Context: an optimization exercise on an open-source flow, tuned for small area. The choices shown serve that exercise and are no tape-out recipe.
Only simulation tests tie the RTL to the original design; equivalence was not proved.
The clock port is modelled as an ideal driver; clocking choices that lean on that would not hold on a real chip.
Power and IR drop assume default switching activity.

==> flow/design.v (excerpt) <==
module TOP_image_and_mouse(
    input clk, reset_p,
    input data,
    input data_clk,
    input RsRx,
    input [0:0] sw,
    output Hsync, Vsync,
    output [3:0] V2M_Red, V2M_Green, V2M_Blue,
    output fb_we,
    output [16:0] fb_waddr,
    output [11:0] fb_wdata,
    output [16:0] fb_raddr,
    input  [11:0] fb_rdata);
export LEC_CHECK = 0
export CAP_MARGIN = 0
export CORE_MARGIN = 2
export CORE_UTILIZATION = 40
export SLEW_MARGIN = 0
create_clock -name core_clock -period 10.0 [get_ports {clk}]
standard.sh (not shown) runs the stock make flow with config.mk's settings and CLKGATE_MAP_FILE= SYNTH_SCRIPT=/design/flow/synth_recipe.tcl, a recipe that flattens the netlist after the stock synthesis.
==> flow/flow/run.sh <==
#!/bin/bash
# Own layout flow: the standard flow (the standard synthesis unchanged),
# with minimum-size port buffers, logic cells downsized before the placement
# repair, and a clock tree of clkbuf_4 (no dummy loads) in which only the
# buffers whose loads would see too slow a clock edge are made larger.
set -euo pipefail
here=$(pwd)
export BUFFER_PORTS_ARGS="-buffer_cell sky130_fd_sc_hd__buf_1"
export CTS_ARGS="-sink_clustering_enable -repair_clock_nets -buf_list sky130_fd_sc_hd__clkbuf_4 -dont_use_dummy_load"
export PRE_RESIZE_TCL="$here/flow/downsize.tcl"
export POST_CTS_TCL="$here/flow/clkfix.tcl"
export POST_FLOORPLAN_TCL="$here/flow/restructure.tcl"
bash standard.sh synth > "$here/synth.log" 2>&1
bash standard.sh > "$here/layout.log" 2>&1
==> flow/flow/clkfix.tcl <==
# After clock tree synthesis with clkbuf_4: give each clock buffer that
# drives a flip-flop clock pin with a slew above the target the next larger
# clkbuf, until none does, then legalize the placement again.
set target 0.110
set block [ord::get_db_block]
for {set iter 0} {$iter < 6} {incr iter} {
  estimate_parasitics -placement
  set changed 0
  foreach inst [$block getInsts] {
    set m [[$inst getMaster] getName]
    if { ![string match "sky130_fd_sc_hd__clkbuf_*" $m] } { continue }
    set onet [[$inst findITerm X] getNet]
    if { $onet eq "NULL" } { continue }
    set worst 0
    foreach it [$onet getITerms] {
      if { [$it getInst] eq $inst || [[$it getMTerm] getName] ne "CLK" } { continue }
      set p [get_pins -quiet "[[$it getInst] getName]/[[$it getMTerm] getName]"]
      if { $p eq "" } { continue }
      set s [get_property $p slew_max]
      if { $s > $worst } { set worst $s }
    }
    if { $worst > $target } {
      set next ""
      switch -- $m {
        sky130_fd_sc_hd__clkbuf_1 { set next sky130_fd_sc_hd__clkbuf_2 }
        sky130_fd_sc_hd__clkbuf_2 { set next sky130_fd_sc_hd__clkbuf_4 }
        sky130_fd_sc_hd__clkbuf_4 { set next sky130_fd_sc_hd__clkbuf_8 }
        sky130_fd_sc_hd__clkbuf_8 { set next sky130_fd_sc_hd__clkbuf_16 }
      }
      if { $next ne "" } { replace_cell [$inst getName] $next; incr changed }
    }
  }
  puts "clkfix: pass $iter, $changed clock buffers upsized"
  if { $changed == 0 } { break }
}
detailed_placement
check_placement -verbose
estimate_parasitics -placement
==> flow/flow/restructure.tcl <==
# After the floorplan: resynthesize the combinational logic between the
# registers for area with ABC (the registers themselves are not touched).
set lib [lindex $::env(LIB_FILES) 0]
set wd [file join $::env(OBJECTS_DIR) restructure]
file mkdir $wd
proc core_area {} {
  set a 0
  foreach inst [[ord::get_db_block] getInsts] {
    set m [$inst getMaster]
    if { [$m getType] eq "CORE" } { set a [expr { $a + [$m getWidth] * [$m getHeight] / 1e6 }] }
  }
  return $a
}
remove_buffers
puts "restructure: cell area before [core_area]"
restructure -liberty_file $lib -target area \
  -tiehi_port {sky130_fd_sc_hd__conb_1 HI} -tielo_port {sky130_fd_sc_hd__conb_1 LO} \
  -work_dir $wd -abc_logfile [file join $wd abc.log]
puts "restructure: cell area after [core_area]"
Other scripts of this flow, unchanged in this note and not shown: flow/flow/downsize.tcl
The first run completed with no timing, DRC or antenna violations.
Rerun with:
--- a/flow/flow/restructure.tcl
+++ b/flow/flow/restructure.tcl
@@ -14 +13,0 @@
-remove_buffers
=>
- The new run went through all stages and came out clean
- wire length is lower by 0.31%
- register-to-register slack gets worse by 0.096 ns
- area after synthesis is unchanged
- worst hold slack gains 0.011 ns
- sequential share of layout area goes up by 0.24 points
- final cell count hardly moves
- clock skew came out higher by 0.0075 ns
- critical path depth does not change
- global-route usage came out lower by 0.14 points
Rerun with:
--- a/flow/flow/run.sh
+++ b/flow/flow/run.sh
@@ -12 +11,0 @@
-export POST_FLOORPLAN_TCL="$here/flow/restructure.tcl"
removed: flow/flow/restructure.tcl
Outcome:
- The new run finished clean
- final area went up slightly
- core utilization went up by 0.77 points
- cell count went down by about a fifth
Rerun with:
--- a/flow/flow/clkfix.tcl
+++ b/flow/flow/clkfix.tcl
@@ -1,3 +1,3 @@
-# After clock tree synthesis with clkbuf_4: give each clock buffer that
-# drives a flip-flop clock pin with a slew above the target the next larger
-# clkbuf, until none does, then legalize the placement again.
+# After clock tree synthesis with clkbuf_4: give each clock buffer whose
+# loads see a slew above the target the next larger clkbuf, until none does,
+# then legalize the placement again.
@@ -16 +16 @@
-      if { [$it getInst] eq $inst || [[$it getMTerm] getName] ne "CLK" } { continue }
+      if { [$it getInst] eq $inst } { continue }
Settings changed: CAP_MARGIN 0 to 20, CORE_UTILIZATION 40 to 30, SLEW_MARGIN 0 to 20.
Result:
- routed wire length grows by 3.4%
- non-clock buffer count rises by 1
- global-route usage went down by 3.5 points
- clock-buffer cell count is unchanged
- core utilization decreases by 10 points
- sequential power hardly moves
- synthesized area does not change
- via count increases by 1.2%
- total power grows by 2.5%
- clock skew barely changes
- setup slack gains 0.23 ns
Rerun with:
==> flow/flow/run.sh (replaced) <==
#!/bin/bash
# Own layout flow: the standard flow (the standard synthesis unchanged),
# with minimum-size port buffers, a clock tree of clkbuf_8 without dummy
# loads, and logic cells downsized before the placement repair.
set -euo pipefail
here=$(pwd)
export BUFFER_PORTS_ARGS="-buffer_cell sky130_fd_sc_hd__buf_1"
export CTS_ARGS="-sink_clustering_enable -repair_clock_nets -buf_list sky130_fd_sc_hd__clkbuf_8 -dont_use_dummy_load"
export PRE_RESIZE_TCL="$here/flow/downsize.tcl"
bash standard.sh synth > "$here/synth.log" 2>&1
bash standard.sh > "$here/layout.log" 2>&1
Settings changed: CAP_MARGIN 20 to 0, CORE_UTILIZATION 30 to 40, SLEW_MARGIN 20 to 0.
removed: flow/flow/clkfix.tcl
What happened: The changed run ran to the end with no violations. Sequential cell count is unchanged. Cell area fell by 0.87%. Wire length fell by 3.7%. Power went up by 1.5%. Sequential share of layout area rises by 0.44 points. Via count shrinks by 0.65%. Register-to-register slack is worse by 0.24 ns. Setup slack degrades by 0.24 ns. Global-route usage climbs by 3.6 points. Utilization is higher by 11 points.
Rerun with:
Settings changed: CAP_MARGIN 0 to 20, CORE_UTILIZATION 40 to 60, SLEW_MARGIN 0 to 20.
Outcome: Worst setup slack is worse by 0.12 ns; clock skew is lower by 0.014 ns; wire length decreases by 4.3%; synthesized cell count is unchanged; non-clock buffer count climbs by 1; clock power stays flat.

-- afterwards: timing with drivers on the ports --
How much do the figures lean on ideal ports? The routed layouts below were timed once more, with nothing changed but the port constraints.
Step 1, drivers: a clkbuf_16 drives clk and a buf_2 each remaining input, both assumed.
Step 2 moves the port delays by t, midway between the first and last clock arrival at a register: inputs arrive t later, outputs are due t later. That takes back most of the time a late clock gives input paths.
Three values: no drivers, after step 1, after step 2; two values: the first two.
| run | t (ns) | slack for setup (ns) | cell pins on the clock port's net |
|---|---|---|---|
| the first run | 0.613 | 4.349 / 4.349 / 4.349 | 1 |
| the second run | 0.575 | 4.253 / 4.253 / 4.253 | 1 |
| the third run | 0.567 | 3.566 / 3.566 / 3.566 | 1 |
| the fourth run | 0.403 | 3.797 / 3.797 / 3.797 | 1 |
| the fifth run | 0.470 | 3.557 / 3.557 / 3.557 | 1 |
| the sixth run | 0.474 | 3.437 / 3.437 / 3.437 | 1 |
After both steps setup and hold are still met in every run listed.
